Background: an optimization exercise with open tools, aiming at small area, a short achievable clock period and few clock cycles. Do not read the settings as production practice. At most, simulation tests tie the RTL to the original design; equivalence was not proved.

==> flow/design.v <==
module divider(
	      input wire 	 clk,
	      input wire 	 resetn,
	      input wire 	 div,
	      input wire 	 isSigned,
	      input wire [31:0]  A,
	      input wire [31:0]  B,
	      output wire [31:0] Q,
	      output wire [31:0] R,
	      output wire 	 complete
	      );
    localparam IDLE = 2'd0, NORM = 2'd1, ITER = 2'd2, DONE = 2'd3;
    reg [1:0]  st;
    reg        sA, sB;      
    reg [31:0] P;           
    reg [33:0] M;           
    reg [31:0] Qr;          
    reg [4:0]  cnt;
    reg [5:0]  cA, cB;      
    function [5:0] clz32(input [31:0] x);
        reg [15:0] x16; reg [7:0] x8; reg [3:0] x4; reg [1:0] x2;
        reg z16, z8, z4, z2, z1;
        begin
            z16 = ~|x[31:16]; x16 = z16 ? x[15:0]  : x[31:16];
            z8  = ~|x16[15:8]; x8 = z8  ? x16[7:0] : x16[15:8];
            z4  = ~|x8[7:4];   x4 = z4  ? x8[3:0]  : x8[7:4];
            z2  = ~|x4[3:2];   x2 = z2  ? x4[1:0]  : x4[3:2];
            z1  = ~x2[1];
            clz32 = (x == 32'd0) ? 6'd32 : {1'b0, z16, z8, z4, z2, z1};
        end
    endfunction
    wire       nA = isSigned & A[31];
    wire       nB = isSigned & B[31];
    wire [6:0]  s   = {1'b0, cB} - {1'b0, cA} + {6'd0, sA};
    wire [4:0]  sc  = s[4:0] | {5{s[5]}};
    wire [33:0] Bx  = {{2{sB}}, M[31:0]};
    wire [33:0] Msh = (Bx << sc) ^ {34{~sB}};
    wire [31:0] absP = sA ? (~P + 32'd1) : P;
    wire [33:0] T   = {2'b0, P} + M + {33'd0, ~sB};
    wire        q   = ~T[33];
    always @(posedge clk) begin
        if (!resetn) begin
            st <= IDLE;
        end else begin
            case (st)
            IDLE: begin
                P  <= A;
                M  <= {2'b0, B};
                sA <= nA;
                sB <= nB;
                cA <= clz32(A ^ {32{nA}});
                cB <= clz32(B ^ {32{nB}});
                if (div) st <= NORM;
            end
            NORM: begin
                P   <= absP;
                M   <= Msh;
                cnt <= sc;
                Qr  <= 32'd0;
                st  <= s[6] ? DONE : ITER;
            end
            ITER: begin
                if (q) P <= T[31:0];
                M   <= {M[33], M[33:1]};
                Qr  <= {Qr[30:0], q};
                cnt <= cnt - 5'd1;
                if (cnt == 5'd0) st <= DONE;
            end
            default: ;
            endcase
        end
    end
    assign complete = (st == DONE);
    assign Q = (sA ^ sB) ? (~Qr + 32'd1) : Qr;
    assign R = sA ? (~P + 32'd1) : P;
endmodule
clock: 5.5 ns
lec_check: 0
cap_margin: 20
core_margin: 2
core_utilization: 40
place_density: 0.6
slew_margin: 20
run.sh (not shown) runs the stock make flow with config.mk's settings and CLKGATE_MAP_FILE= SYNTH_SCRIPT=/design/flow/synth_recipe.tcl, a recipe that flattens the netlist after the stock synthesis.
Testbench counts at the start, summed over its fixed seeds: cycles 27,305.
Edit:
--- a/flow/design.v
+++ b/flow/design.v
@@ -17,5 +17,4 @@
     reg [31:0] Qr;          
     reg [4:0]  cnt;
-    reg [5:0]  cA, cB;      
     function [5:0] clz32(input [31:0] x);
         reg [15:0] x16; reg [7:0] x8; reg [3:0] x4; reg [1:0] x2;
@@ -30,8 +29,10 @@
         end
     endfunction
-    wire       nA = isSigned & A[31];
-    wire       nB = isSigned & B[31];
-    wire [6:0]  s   = {1'b0, cB} - {1'b0, cA} + {6'd0, sA};
-    wire [4:0]  sc  = s[4:0] | {5{s[5]}};
+    wire [31:0] X   = P ^ {32{sA}};           
+    wire [31:0] Y   = M[31:0] ^ {32{sB}};     
+    wire [5:0]  cA  = clz32(X);
+    wire [5:0]  cB  = clz32(Y);
+    wire signed [7:0] s = $signed({2'b0, cB}) - $signed({2'b0, cA}) + $signed({7'b0, sA});
+    wire [4:0]  sc  = (s > 8'sd31) ? 5'd31 : s[4:0];
     wire [33:0] Bx  = {{2{sB}}, M[31:0]};
     wire [33:0] Msh = (Bx << sc) ^ {34{~sB}};
@@ -47,8 +48,6 @@
                 P  <= A;
                 M  <= {2'b0, B};
-                sA <= nA;
-                sB <= nB;
-                cA <= clz32(A ^ {32{nA}});
-                cB <= clz32(B ^ {32{nB}});
+                sA <= isSigned & A[31];
+                sB <= isSigned & B[31];
                 if (div) st <= NORM;
             end
@@ -58,5 +57,5 @@
                 cnt <= sc;
                 Qr  <= 32'd0;
-                st  <= s[6] ? DONE : ITER;
+                st  <= s[7] ? DONE : ITER;
             end
             ITER: begin
With this change the flow reached the layout checks and failed them: setup timing.
Fmax shrinks by a quarter to a third.
Synthesized area shrinks by a little under a tenth.
Utilization grows by 11 points.
Design area grows by roughly a tenth.
Die area shrinks by a little under a tenth.
First-iteration DRC count shrinks by about a fifth.
Worst hold slack improved by 0.031 ns.
Function not checked in the second run of this note: the RTL went through the layout flow alone.

* * *

divider, a different RTL version from the one above (not shown whole).
Size in the first run: ~2100 cells after synthesis, roughly 130 I/O pins.
// divider
module divider(
	      input wire 	 clk,
	      input wire 	 resetn,
	      input wire 	 div,
	      input wire 	 isSigned,
	      input wire [31:0]  A,
	      input wire [31:0]  B,
	      output wire [31:0] Q,
	      output wire [31:0] R,
	      output wire 	 complete
	      );
    localparam IDLE = 3'd0, NORM = 3'd1, ITER = 3'd2, NEGR = 3'd3, NEGQ = 3'd4, DONE = 3'd5;
    reg [2:0]  st;
    reg        sA, sB;      
    reg [31:0] P;           
    reg [32:0] M;           
    reg [31:0] Qr;          
    reg [5:0]  cnt;
    reg [5:0]  cA, cB;      
    reg        cA1;         
    function [5:0] clz32(input [31:0] x);
        reg [15:0] v1, c1; reg [7:0] v2; reg [15:0] c2;
        reg [3:0] v3; reg [11:0] c3; reg [1:0] v4; reg [7:0] c4; reg [4:0] c5;
        integer i;
        begin
            for (i = 0; i < 16; i = i + 1) begin
                v1[i] = x[2*i+1] | x[2*i];
                c1[i] = ~x[2*i+1];
            end
            for (i = 0; i < 8; i = i + 1) begin
                v2[i] = v1[2*i+1] | v1[2*i];
                c2[2*i+:2] = v1[2*i+1] ? {1'b0, c1[2*i+1]} : {1'b1, c1[2*i]};
            end
            for (i = 0; i < 4; i = i + 1) begin
                v3[i] = v2[2*i+1] | v2[2*i];
                c3[3*i+:3] = v2[2*i+1] ? {1'b0, c2[4*i+2+:2]} : {1'b1, c2[4*i+:2]};
            end
            for (i = 0; i < 2; i = i + 1) begin
                v4[i] = v3[2*i+1] | v3[2*i];
  ...
==> module divider, before the edit <==
module divider(
	      input wire 	 clk,
	      input wire 	 resetn,
	      input wire 	 div,
	      input wire 	 isSigned,
	      input wire [31:0]  A,
	      input wire [31:0]  B,
	      output wire [31:0] Q,
	      output wire [31:0] R,
	      output wire 	 complete
	      );
    localparam IDLE = 3'd0, NORM = 3'd1, ITER = 3'd2, NEGR = 3'd3, NEGQ = 3'd4, DONE = 3'd5;
    reg [2:0]  st;
    reg        sA, sB;      
    reg [31:0] P;           
    reg [32:0] M;           
    reg [31:0] Qr;          
    reg [5:0]  cnt;
    reg [5:0]  cA, cB;      
    reg        cA1;         
    function [5:0] clz32(input [31:0] x);
        reg [15:0] v1, c1; reg [7:0] v2; reg [15:0] c2;
        reg [3:0] v3; reg [11:0] c3; reg [1:0] v4; reg [7:0] c4; reg [4:0] c5;
        integer i;
        begin
            for (i = 0; i < 16; i = i + 1) begin
                v1[i] = x[2*i+1] | x[2*i];
                c1[i] = ~x[2*i+1];
            end
            for (i = 0; i < 8; i = i + 1) begin
                v2[i] = v1[2*i+1] | v1[2*i];
                c2[2*i+:2] = v1[2*i+1] ? {1'b0, c1[2*i+1]} : {1'b1, c1[2*i]};
            end
            for (i = 0; i < 4; i = i + 1) begin
                v3[i] = v2[2*i+1] | v2[2*i];
                c3[3*i+:3] = v2[2*i+1] ? {1'b0, c2[4*i+2+:2]} : {1'b1, c2[4*i+:2]};
            end
            for (i = 0; i < 2; i = i + 1) begin
                v4[i] = v3[2*i+1] | v3[2*i];
                c4[4*i+:4] = v3[2*i+1] ? {1'b0, c3[6*i+3+:3]} : {1'b1, c3[6*i+:3]};
            end
            c5 = v4[1] ? {1'b0, c4[7:4]} : {1'b1, c4[3:0]};
            clz32 = (v4[1] | v4[0]) ? {1'b0, c5} : 6'd32;
        end
    endfunction
    wire        nA = isSigned & A[31];
    wire        nB = isSigned & B[31];
    wire [31:0] XA = nA ? {~A[30:0], 1'b1} : A;
    wire        A2k = &(A[31:1] | ~A[30:0]);
    wire [31:0] YB = B ^ {32{nB}};
    wire [7:0]  s2  = {1'b0, cB, 1'b1} + {1'b1, ~cA, ~cA1};
    wire [6:0]  s   = s2[7:1];
    reg  [32:0] Msh;
    integer j;
    always @* begin
        Msh = {1'b1, M[31:0]};
        for (j = 0; j < 6; j = j + 1)
            if (s[j]) Msh = (Msh << (1 << j)) | ({33{~sB}} & ~({33{1'b1}} << (1 << j)));
    end
    reg         inq;        
    wire [31:0] ngi = inq ? Qr : P;
    wire [31:0] ngo = ~ngi + 32'd1;
    reg  [33:0] g, p, gn, pn;
    reg  [32:0] T;
    integer i, k;
    always @* begin
        g[0] = ~sB; p[0] = 1'b0;
        for (i = 0; i < 33; i = i + 1) begin
            g[i+1] = (i < 32 ? P[i] : 1'b0) & M[i];
            p[i+1] = (i < 32 ? P[i] : 1'b0) ^ M[i];
        end
        for (k = 1; k < 34; k = k * 2) begin
            gn = g; pn = p;
            for (i = 0; i < 34; i = i + 1)
                if (i >= k) begin
                    gn[i] = g[i] | (p[i] & g[i-k]);
                    pn[i] = p[i] & p[i-k];
                end
            g = gn; p = pn;
        end
        for (i = 0; i < 33; i = i + 1)
            T[i] = (i < 32 ? P[i] : 1'b0) ^ M[i] ^ g[i];
    end
    wire        q   = ~T[32];
    always @(posedge clk) begin
        sA <= nA;
        sB <= nB;
        cA <= clz32(XA);
        cA1 <= nA & ~A2k;
        cB <= clz32(YB);
    end
    always @(posedge clk) begin
        cnt <= (st == NORM) ? s[5:0] : cnt - 6'd1;
        M   <= (st == IDLE) ? {1'b1, ~YB} :
               (st == NORM) ? Msh : {M[32], M[32:1]};
    end
    always @(posedge clk)
        inq <= resetn & (((st == ITER) & (cnt == 6'd0) & ~sA & sB) | ((st == NEGR) & ~sB));
    always @(posedge clk) begin
        if (!resetn) begin
            st <= IDLE;
        end else begin
            case (st)
            IDLE: begin
                P  <= A;
                if (div) st <= NORM;
            end
            NORM: begin
                if (!s[6] && sA) P <= ngo;
                Qr  <= 32'd0;
                st  <= s[6] ? DONE : ITER;
            end
            ITER: begin
                if (q) P <= T[31:0];
                Qr  <= {Qr[30:0], q};
                if (cnt == 6'd0) st <= sA ? NEGR : sB ? NEGQ : DONE;
            end
            NEGR: begin
                P   <= ngo;
                st  <= sB ? DONE : NEGQ;
            end
            NEGQ: begin
                Qr  <= ngo;
                st  <= DONE;
            end
            default: ;
            endcase
        end
    end
    assign complete = (st == DONE);
    assign Q = Qr;
    assign R = P;
endmodule
==> flow/config.mk <==
export PLATFORM = sky130hd
export DESIGN_NAME = divider
export DESIGN_NICKNAME = divider
export VERILOG_FILES = /design/flow/design.v
export SDC_FILE = /design/flow/constraint.sdc
export NUM_CORES = 4
export LEC_CHECK = 0
export ABC_AREA = 1
export CAP_MARGIN = 20
export CORE_MARGIN = 2
export CORE_UTILIZATION = 40
export PLACE_DENSITY = 0.6
export SETUP_SLACK_MARGIN = 2.8
export SLEW_MARGIN = 20
export TNS_END_PERCENT = 0
==> flow/constraint.sdc <==
create_clock -name core_clock -period 5.5 [get_ports {clk}]
set_input_delay 1.1000 -clock core_clock [delete_from_list [all_inputs] [get_ports {clk}]]
set_output_delay 1.1000 -clock core_clock [all_outputs]
set_load 0.01 [all_outputs]
standard.sh (not shown) runs the stock make flow with config.mk's settings and CLKGATE_MAP_FILE= SYNTH_SCRIPT=/design/flow/synth_recipe.tcl, a recipe that flattens the netlist after the stock synthesis.
==> flow/flow/run.sh <==
#!/bin/bash
# The standard layout, with the smallest buffer (buf_1) on every input and
# output port instead of ORFS's default port buffer.
set -euo pipefail
bash standard.sh "BUFFER_PORTS_ARGS=-buffer_cell sky130_fd_sc_hd__buf_1" finish > flow_make.log 2>&1
Testbench counts at the start, summed over its fixed seeds: cycles 27,699.
==> next run, changes <==
--- a/flow/design.v
+++ b/flow/design.v
@@ -13,11 +13,11 @@
     reg [2:0]  st;
     reg        sA, sB;      
     reg [31:0] P;           
     reg [32:0] M;           
     reg [31:0] Qr;          
-    reg [5:0]  cnt;
+    reg [4:0]  cnt;
     reg [5:0]  cA, cB;      
     reg        cA1;         
     function [5:0] clz32(input [31:0] x);
         reg [15:0] v1, c1; reg [7:0] v2; reg [15:0] c2;
         reg [3:0] v3; reg [11:0] c3; reg [1:0] v4; reg [7:0] c4; reg [4:0] c5;
@@ -46,21 +46,14 @@
     wire        nA = isSigned & A[31];
     wire        nB = isSigned & B[31];
     wire [31:0] XA = nA ? {~A[30:0], 1'b1} : A;
     wire        A2k = &(A[31:1] | ~A[30:0]);
     wire [31:0] YB = B ^ {32{nB}};
-    wire [7:0]  s2  = {1'b0, cB, 1'b1} + {1'b1, ~cA, ~cA1};
-    wire [6:0]  s   = s2[7:1];
-    reg  [32:0] Msh;
-    integer j;
-    always @* begin
-        Msh = {1'b1, M[31:0]};
-        for (j = 0; j < 6; j = j + 1)
-            if (s[j]) Msh = (Msh << (1 << j)) | ({33{~sB}} & ~({33{1'b1}} << (1 << j)));
-    end
-    reg         inq;        
-    wire [31:0] ngi = inq ? Qr : P;
+    wire [6:0]  s   = {1'b0, cB} - {1'b0, cA} - {6'd0, cA1};
+    wire [4:0]  sc  = s[4:0] | {5{s[5]}};
+    wire [32:0] Msh = ({1'b1, M[31:0]} << sc) | ~({33{1'b1}} << sc) & {33{~sB}};
+    wire [31:0] ngi = (st == NEGQ) ? Qr : P;
     wire [31:0] ngo = ~ngi + 32'd1;
     reg  [33:0] g, p, gn, pn;
     reg  [32:0] T;
     integer i, k;
     always @* begin
@@ -88,16 +81,14 @@
         cA <= clz32(XA);
         cA1 <= nA & ~A2k;
         cB <= clz32(YB);
     end
     always @(posedge clk) begin
-        cnt <= (st == NORM) ? s[5:0] : cnt - 6'd1;
+        cnt <= (st == NORM) ? sc : cnt - 5'd1;
         M   <= (st == IDLE) ? {1'b1, ~YB} :
                (st == NORM) ? Msh : {M[32], M[32:1]};
     end
-    always @(posedge clk)
-        inq <= resetn & (((st == ITER) & (cnt == 6'd0) & ~sA & sB) | ((st == NEGR) & ~sB));
     always @(posedge clk) begin
         if (!resetn) begin
             st <= IDLE;
         end else begin
             case (st)
@@ -111,11 +102,11 @@
                 st  <= s[6] ? DONE : ITER;
             end
             ITER: begin
                 if (q) P <= T[31:0];
                 Qr  <= {Qr[30:0], q};
-                if (cnt == 6'd0) st <= sA ? NEGR : sB ? NEGQ : DONE;
+                if (cnt == 5'd0) st <= sA ? NEGR : sB ? NEGQ : DONE;
             end
             NEGR: begin
                 P   <= ngo;
                 st  <= sB ? DONE : NEGQ;
             end
Setup slack gets worse by 0.53 ns; area after synthesis fell by 3.6%; sequential cell count fell by 2; hold slack gets better by 0.022 ns; via count fell by 2.7%; maximum frequency fell by 17%; die area fell by 3.6%; design area fell by 2.0%.
Testbench counts after the change, summed over its fixed seeds: cycles 27,699.

separate check: timing with driven ports:
No port has a modelled driver above. Below, the same layouts with a new extraction and two added sets of constraints.
Step 1, drivers: a clkbuf_16 drives clk and a buf_2 each remaining input, both assumed.
Step 2 also shifts input and output timing later by t, the mid clock arrival at the registers, as if the neighbouring blocks saw the same clock.
a / b / c = ideal / step 1 / step 2; a / b = the first two.
run	shift t [ns]	setup WS [ns]	worst register clock-pin slew, ns	worst data-port slew with drivers (ns)	pins driven straight from the clock port
the first run of note 1	0.490	0.538 / 0.486 / 0.603	0.07 / 0.07	0.04	1
the second run of note 1	0.430	-1.715 / -1.715 / -1.715	0.09 / 0.09	0.08	1
the first run of note 2	0.482	2.836 / 2.836 / 2.424	0.07 / 0.07	0.04	1
the second run of note 2	0.485	2.306 / 2.306 / 1.977	0.06 / 0.06	0.08	1
The setup slack of the first run of note 2, which loses most, moves by 0.000 ns with the drivers and by -0.412 ns with both steps.
